This design comes from an exercise in tuning for small area and a short achievable clock period on the open sky130 flow, not from production work.
RTL that was checked went through simulation tests only; none was proved equivalent to the original.

==> pepper: inputs <==
Design as2650, start of the top module:
module as2650(
	input clk,
	input rst,
	input [7:0] bus_in,
	output [7:0] bus_out,
	output le_lo,
	output le_hi,
	output OEb,
	output WEb,
	output bus_dir,
	output IOC,
	output IOD,
	input [6:0] irqs,
	output flag,
	input sense,
	output [7:0] ext_io_addr,
	output io_bus_cyc,
	output io_bus_we,
	output [7:0] io_bus_out,
	input [7:0] io_bus_in,
	output [7:0] debug_psl,
	output [7:0] debug_psu,
	output [32:0] la_data_out,
	input wb_hidden_rom_enable,
	output reg cpu_hidden_rom_enable,
	output WE_ram
);
clock: 16.0 ns
lec_check: 0
cap_margin: 20
core_margin: 2
core_utilization: 40
slew_margin: 20
run.sh (not shown) runs the stock make flow with config.mk's settings and CLKGATE_MAP_FILE= SYNTH_SCRIPT=/design/flow/synth_recipe.tcl, a recipe that flattens the netlist after the stock synthesis.
==> inputs of willow, as changes to pepper <==
--- a/flow/design.v
+++ b/flow/design.v
@@ -55,13 +55,14 @@
 reg [3:0] cycle;
 reg [7:0] insin;
 reg [15:0] instruction_args_latch;
 reg extend;
 reg [1:0] warmup;
 reg halted;
-wire reset = rst || warmup != 2'b00;
+wire warm = warmup != 2'b00;
+wire reset = rst || warm;
 reg indirect_cyc;
 reg [1:0] indexed_cyc;
 reg relative_cyc;
 reg [2:0] chirp_ptr;
 wire [3:0] sp = psu[3:0];
 wire [3:0] sp_m1 = sp - 4'd1;
@@ -212,21 +213,22 @@
 wire hit = last_addr == requested_addr;
 wire hi_eq = requested_addr[15:8] == last_addr[15:8];
 wire lo_eq = requested_addr[7:0] == last_addr[7:0];
 wire mem_cyc = (is_instr_fetch_cycle || is_data_fetch_cycle) && !IO_cyc;
 wire le_lo_act = mem_cyc && !lo_eq && hi_eq;
 wire le_hi_act = mem_cyc && !hi_eq;
-assign le_lo = le_lo_act && !reset;
-assign le_hi = le_hi_act && !reset;
+assign le_lo = le_lo_act && !rst;
+assign le_hi = le_hi_act && !rst;
 wire write_cyc = (cycle == DATA1 || (cycle == PARAM1 && relative_cyc)) && is_store_q;
 wire [7:0] alu_instr_reg_q = indexed_data1 ? r0 : instr_reg_v_q;
-assign OEb = !(((is_instr_fetch_cycle || is_data_fetch_cycle) && hit) || (IO_cyc && is_IO_READ_q)) || reset || write_cyc;
-assign WE_ram = write_cyc && !reset && hit;
-assign WEb = !(write_cyc || (is_IO_WRITE_q && cycle == IO1)) || reset || (!hit && !IO_cyc);
+assign OEb = (!(((is_instr_fetch_cycle || is_data_fetch_cycle) && hit) || (IO_cyc && is_IO_READ_q)) || write_cyc) || rst;
+assign WE_ram = (write_cyc && hit) && !rst;
+wire WEb_run = !(write_cyc || (is_IO_WRITE_q && cycle == IO1)) || (!hit && !IO_cyc);
+assign WEb = WEb_run || rst;
 assign bus_out = is_IO_WRITE_q && IO_cyc ? instr_reg_v_q : (le_lo_act ? requested_addr[7:0] : (le_hi_act ? requested_addr[15:8] : alu_instr_reg_q));
-assign bus_dir = !(!WEb || le_lo_act || le_hi_act || (is_IO_WRITE_q && IO_cyc)) || reset;
+assign bus_dir = (!(!WEb_run || le_lo_act || le_hi_act || (is_IO_WRITE_q && IO_cyc))) || rst;
 assign IOC = IO_cyc && !insin[6];
 assign io_bus_cyc = cycle == EXT_IO3 || cycle == EXT_IO4;
 assign io_bus_we = insin[7];
 assign io_bus_out = instr_reg_v_q;
 assign ext_io_addr = instruction_args_latch[15:8];
 assign IOD = IO_cyc && insin[6];
@@ -649,32 +651,36 @@
 			irq_num_n = irq_enc;
 			cycle_n = INTERRUPT_ACTION1;
 		end
 	end
 end
 wire [7:0] dar_res = {instr_reg_v[7:4] + (psl[0] ? 4'h0 : 4'hA), instr_reg_v[3:0] + (psl[5] ? 4'h0 : 4'hA)};
-reg [7:0] wb_d;
-always @(*) begin
-	case(wb_sel)
-		WB_REG: wb_d = instr_reg_v;
-		WB_INC: wb_d = reg_plus_1;
-		WB_DEC: wb_d = reg_minus_1;
-		WB_NOT: wb_d = ~instr_reg_v;
-		WB_CHRP: wb_d = {1'b0, chirpchar};
-		WB_ZERO: wb_d = 8'h00;
-		WB_R0: wb_d = r0;
-		WB_DAR: wb_d = dar_res;
-		WB_RRR: wb_d = rrr;
-		WB_RRL: wb_d = rrl;
-		WB_PSL: wb_d = psl;
-		WB_PSU: wb_d = psu;
-		WB_BUS: wb_d = bus_in;
-		WB_IO: wb_d = io_bus_in;
-		default: wb_d = alu_next[7:0];
-	endcase
-end
+wire c_f = cycle == FETCH;
+wire c_p1 = cycle == PARAM1;
+wire c_p2 = cycle == PARAM2;
+wire s_bcr = (c_f && is_BRANCH) || ((c_p1 || c_p2) && q_BRANCH);
+wire [3:0] bcr_op = c_f ? instruction[7:4] : insin[7:4];
+wire s_inc = (s_bcr && bcr_op == 4'hD) || (c_p2 && !q_BRANCH && instruction_args_latch[14:13] == 2'b01);
+wire s_dec = (s_bcr && bcr_op == 4'hF) || (c_p2 && !q_BRANCH && instruction_args_latch[14:13] == 2'b10);
+wire s_reg = s_bcr && bcr_op != 4'hD && bcr_op != 4'hF;
+wire s_not = c_f && is_CPL;
+wire s_chrp = c_f && is_CHRP;
+wire s_r0 = c_f && is_store && is_zero_reg;
+wire s_dar = c_f && is_DAR;
+wire s_rrr = c_f && is_RRR;
+wire s_rrl = c_f && is_RRL;
+wire s_psl = c_f && is_SPS && instruction[0];
+wire s_psu = c_f && is_SPS && !instruction[0];
+wire s_bus = cycle == IO2;
+wire s_io = cycle == EXT_IO4;
+wire s_alu = (c_f && is_ALU_op && is_zero_reg) || (c_p1 && !q_BRANCH) || cycle == DATA1;
+wire [7:0] wb_other = ({8{s_inc}} & reg_plus_1) | ({8{s_dec}} & reg_minus_1) |
+				({8{s_reg}} & instr_reg_v) | ({8{s_not}} & ~instr_reg_v) | ({8{s_chrp}} & {1'b0, chirpchar}) |
+				({8{s_r0}} & r0) | ({8{s_dar}} & dar_res) | ({8{s_rrr}} & rrr) | ({8{s_rrl}} & rrl) |
+				({8{s_psl}} & psl) | ({8{s_psu}} & psu) | ({8{s_bus}} & bus_in) | ({8{s_io}} & io_bus_in);
+wire [7:0] wb_d = wb_other | ({8{s_alu}} & alu_next[7:0]);
 reg [15:0] pr_d;
 always @(*) begin
 	case(pr_sel)
 		PR_XCHG: pr_d = {r0, r1_v};
 		PR_TOS: pr_d = TOS;
 		default: pr_d = mul_res;
@@ -703,15 +709,17 @@
 		PCS_TOS: pcp_n = TOS;
 		default: pcp_n = {page_reg, PC};
 	endcase
 end
 wire [2:0] page_n = pcp_n[15:13];
 wire [12:0] PC_n = pcp_n[12:0];
-wire it_step_up = cycle == PARAM1 && cycle_n == PARAM2;
-wire it_step_down = cycle == PARAM2 && cycle_n == FETCH;
-wire [15:0] it_held = requested_addr + (it_step_down ? 16'hFFFF : {15'h0000, it_step_up});
+wire it_step_up = cycle == PARAM1 && hit;
+wire it_step_down = cycle == PARAM2 && hit;
+wire [15:0] ra_p1 = requested_addr + 16'd1;
+wire [15:0] ra_m1 = requested_addr - 16'd1;
+wire [15:0] it_held = it_step_down ? ra_m1 : (it_step_up ? ra_p1 : requested_addr);
 reg [15:0] it_n;
 always @(*) begin
 	case(it_sel)
 		ITS_ZBR: it_n = zbr_target;
 		ITS_REL: it_n = relative_eff_address;
 		ITS_IND2: it_n = q_BRANCH ? {page_reg[2], instruction_args_latch[14:8], bus_in} : {page_reg, instruction_args_latch[12:8], bus_in};
@@ -733,13 +741,13 @@
 end
 wire [15:0] last_n = {le_hi_act ? requested_addr[15:8] : last_addr[15:8], le_lo_act ? requested_addr[7:0] : last_addr[7:0]};
 reg [1:0] cc_n;
 always @(*) begin
 	case(cc_sel)
 		CC_CMP: cc_n = cmp_cc;
-		CC_WB: cc_n = cc_of(wb_d);
+		CC_WB: cc_n = s_alu ? cc_of(alu_next[7:0]) : cc_of(wb_other);
 		CC_MUL: cc_n = mul_res[15] ? 2'b10 : ((r0 != 8'h00 && r1_v != 8'h00) ? 2'b01 : 2'b00);
 		CC_01: cc_n = 2'b01;
 		CC_TPS: cc_n = (((insin[0] ? psl : psu) & bus_in) == bus_in) ? 2'b00 : 2'b01;
 		CC_TMI: cc_n = ((instr_reg_v_q & bus_in) == instr_reg_v_q) ? 2'b00 : 2'b01;
 		default: cc_n = psl[7:6];
 	endcase
@@ -788,13 +796,13 @@
 wire [15:0] req_n = cycle_n == DATA1 ? d1_addr : (fetch_n ? pcp_n : ((ind_n || rel_n) ? it_n : 16'h0000));
 always @(posedge clk) begin
 	if(reset) begin
 		requested_addr <= 16'h0000;
 		psl <= 8'h00;
 		psu <= 8'h20;  
-		cycle <= 4'h0;
+		cycle <= (rst || warmup[1]) ? INVALID : FETCH;
 		last_addr <= 16'hAAAA;
 		insin <= 8'h00;
 		PC <= 13'h0000;
 		extend <= 1'b0;
 		warmup <= rst ? 2'b11 : warmup - 2'd1;
 		halted <= 1'b0;
==> flow/flow/run.sh (new file) <==
#!/bin/bash
# The standard layout (standard.sh: the standard flow's own synthesis and ORFS flow) with two changes:
# - the input and output ports are buffered with sky130_fd_sc_hd__buf_2 cells instead of
#   the cell buffer_ports picks by default;
# - ORFS's repair_timing steps aim for 9 ns of setup slack rather than 0, so that they size
#   up the slowest paths; the clock and constraints are the design's.
# Make's full output goes to flow_make.log here; ORFS's own logs are under orfs/logs.
set -euo pipefail
export BUFFER_PORTS_ARGS="-buffer_cell sky130_fd_sc_hd__buf_2"
export SETUP_SLACK_MARGIN=9
export TNS_END_PERCENT=5
bash standard.sh finish > flow_make.log 2>&1
==> flow/standard.sh (new file) <==
#!/bin/bash
# synth_recipe.tcl (not shown) runs the flow's synth.tcl, then flattens the netlist and writes it again
# the make line also repeats each setting of config.mk as NAME=value (left out here)
make -C /OpenROAD-flow-scripts/flow DESIGN_CONFIG=/design/flow/config.mk WORK_HOME=/design/flow/orfs CLKGATE_MAP_FILE= SYNTH_SCRIPT=/design/flow/synth_recipe.tcl "${@:-finish}"
Settings changed: CORE_UTILIZATION 40 to 60, CTS_BUF_LIST set to sky130_fd_sc_hd__clkbuf_16, CTS_CLUSTER_DIAMETER set to 100, CTS_CLUSTER_SIZE set to 20.
removed: flow/run.sh
==> inputs of umber, as changes to pepper <==
--- a/flow/design.v
+++ b/flow/design.v
@@ -55,13 +55,14 @@
 reg [3:0] cycle;
 reg [7:0] insin;
 reg [15:0] instruction_args_latch;
 reg extend;
 reg [1:0] warmup;
 reg halted;
-wire reset = rst || warmup != 2'b00;
+wire warm = warmup != 2'b00;
+wire reset = rst || warm;
 reg indirect_cyc;
 reg [1:0] indexed_cyc;
 reg relative_cyc;
 reg [2:0] chirp_ptr;
 wire [3:0] sp = psu[3:0];
 wire [3:0] sp_m1 = sp - 4'd1;
@@ -212,21 +213,22 @@
 wire hit = last_addr == requested_addr;
 wire hi_eq = requested_addr[15:8] == last_addr[15:8];
 wire lo_eq = requested_addr[7:0] == last_addr[7:0];
 wire mem_cyc = (is_instr_fetch_cycle || is_data_fetch_cycle) && !IO_cyc;
 wire le_lo_act = mem_cyc && !lo_eq && hi_eq;
 wire le_hi_act = mem_cyc && !hi_eq;
-assign le_lo = le_lo_act && !reset;
-assign le_hi = le_hi_act && !reset;
+assign le_lo = (le_lo_act && !warm) && !rst;
+assign le_hi = (le_hi_act && !warm) && !rst;
 wire write_cyc = (cycle == DATA1 || (cycle == PARAM1 && relative_cyc)) && is_store_q;
 wire [7:0] alu_instr_reg_q = indexed_data1 ? r0 : instr_reg_v_q;
-assign OEb = !(((is_instr_fetch_cycle || is_data_fetch_cycle) && hit) || (IO_cyc && is_IO_READ_q)) || reset || write_cyc;
-assign WE_ram = write_cyc && !reset && hit;
-assign WEb = !(write_cyc || (is_IO_WRITE_q && cycle == IO1)) || reset || (!hit && !IO_cyc);
+assign OEb = (!(((is_instr_fetch_cycle || is_data_fetch_cycle) && hit) || (IO_cyc && is_IO_READ_q)) || warm || write_cyc) || rst;
+assign WE_ram = (write_cyc && !warm && hit) && !rst;
+wire WEb_run = !(write_cyc || (is_IO_WRITE_q && cycle == IO1)) || (!hit && !IO_cyc);
+assign WEb = (WEb_run || warm) || rst;
 assign bus_out = is_IO_WRITE_q && IO_cyc ? instr_reg_v_q : (le_lo_act ? requested_addr[7:0] : (le_hi_act ? requested_addr[15:8] : alu_instr_reg_q));
-assign bus_dir = !(!WEb || le_lo_act || le_hi_act || (is_IO_WRITE_q && IO_cyc)) || reset;
+assign bus_dir = (!(!WEb_run || le_lo_act || le_hi_act || (is_IO_WRITE_q && IO_cyc)) || warm) || rst;
 assign IOC = IO_cyc && !insin[6];
 assign io_bus_cyc = cycle == EXT_IO3 || cycle == EXT_IO4;
 assign io_bus_we = insin[7];
 assign io_bus_out = instr_reg_v_q;
 assign ext_io_addr = instruction_args_latch[15:8];
 assign IOD = IO_cyc && insin[6];
@@ -703,14 +705,14 @@
 		PCS_TOS: pcp_n = TOS;
 		default: pcp_n = {page_reg, PC};
 	endcase
 end
 wire [2:0] page_n = pcp_n[15:13];
 wire [12:0] PC_n = pcp_n[12:0];
-wire it_step_up = cycle == PARAM1 && cycle_n == PARAM2;
-wire it_step_down = cycle == PARAM2 && cycle_n == FETCH;
+wire it_step_up = cycle == PARAM1 && hit;
+wire it_step_down = cycle == PARAM2 && hit;
 wire [15:0] it_held = requested_addr + (it_step_down ? 16'hFFFF : {15'h0000, it_step_up});
 reg [15:0] it_n;
 always @(*) begin
 	case(it_sel)
 		ITS_ZBR: it_n = zbr_target;
 		ITS_REL: it_n = relative_eff_address;
==> flow/flow/run.sh (new file) <==
#!/bin/bash
# The standard layout (standard.sh: the standard flow's own synthesis and ORFS flow) with two changes:
# - the input and output ports are buffered with sky130_fd_sc_hd__buf_2 cells instead of
#   the cell buffer_ports picks by default;
# - ORFS's repair_timing steps aim for 10 ns of setup slack rather than 0, so that they size
#   up the slowest paths; the clock and constraints are the design's.
# Make's full output goes to flow_make.log here; ORFS's own logs are under orfs/logs.
set -euo pipefail
export BUFFER_PORTS_ARGS="-buffer_cell sky130_fd_sc_hd__buf_2"
export SETUP_SLACK_MARGIN=10
export TNS_END_PERCENT=5
bash standard.sh finish > flow_make.log 2>&1
==> flow/standard.sh (new file) <==
#!/bin/bash
# synth_recipe.tcl (not shown) runs the flow's synth.tcl, then flattens the netlist and writes it again
# the make line also repeats each setting of config.mk as NAME=value (left out here)
make -C /OpenROAD-flow-scripts/flow DESIGN_CONFIG=/design/flow/config.mk WORK_HOME=/design/flow/orfs CLKGATE_MAP_FILE= SYNTH_SCRIPT=/design/flow/synth_recipe.tcl "${@:-finish}"
Settings changed: CTS_BUF_LIST set to sky130_fd_sc_hd__clkbuf_8.
removed: flow/run.sh
==> results.txt <==
status=no timing/DRC/antenna violations; Ant. Diodes=3; Hold Slack=0.459 ns; R2R depth=23; Fmax=0.137 GHz; effective utilization at floorplan=60.7%; Final #Nets=3341; Layout non-clock buf frac=4.57%; Post-Synth Adder-Cell Area=8.51%; wire per inst=31.3 um; crit end category=flip-flop; Gate Count Post-Synth=3103
-- figures above: willow

==> results.txt <==
Final #Nets=3417; wire per inst=29.8 um; Post-Synth Adder-Cell Area=8.45%; Gate Count Post-Synth=3175; status=no timing/DRC/antenna violations; Ant. Diodes=2; crit end category=flip-flop
-- figures above: pepper

==> results.txt <==
status=no timing/DRC/antenna violations; R2R depth=29; Layout non-clock buf frac=7.11%; Gate Count Post-Synth=3173; effective utilization at floorplan=40.5%; Final #Nets=3556; wire per inst=29.1 um; Hold Slack=0.491 ns; Fmax=0.140 GHz
-- figures above: umber

Only the layout flow was run in umber; the RTL was not checked for function there.

afterwards: timing with drivers on the ports:
The results above use ideal ports. As a check the final layouts listed here were re-extracted and re-timed, cells and wires unchanged. Step 1 (the two cells are an assumption about what drives the block):
set clk [get_ports {clk}]
set_driving_cell -lib_cell sky130_fd_sc_hd__clkbuf_16 $clk
set_driving_cell -lib_cell sky130_fd_sc_hd__buf_2 [delete_from_list [all_inputs] $clk]
Step 2, shift: input delay + t, output delay - t, t = (earliest + latest rising clock arrival at the registers) / 2. This alone moves slack from input paths to output paths. Three values: ideal, step 1, step 2; two values: the first two.
| run | shift t [ns] | setup slack, ns | worst hold slack (ns) | worst setup path after step 2 | clock arrival spread, ns |
|---|---|---|---|---|---|
| pepper | 0.666 | 5.296 / 5.329 / 4.663 | 0.466 / 0.466 / 0.466 | input to register | 0.056 / 0.056 |
| willow | 0.669 | 8.683 / 8.726 / 8.056 | 0.459 / 0.459 / 0.459 | input to register | 0.029 / 0.029 |
| umber | 0.732 | 8.847 / 8.808 / 8.402 | 0.491 / 0.491 / 0.491 | input to register | 0.067 / 0.067 |
After both steps every run listed still meets setup and hold. For pepper, which loses most, drivers alone change the setup slack by +0.033 ns; drivers and shift together by -0.633 ns.
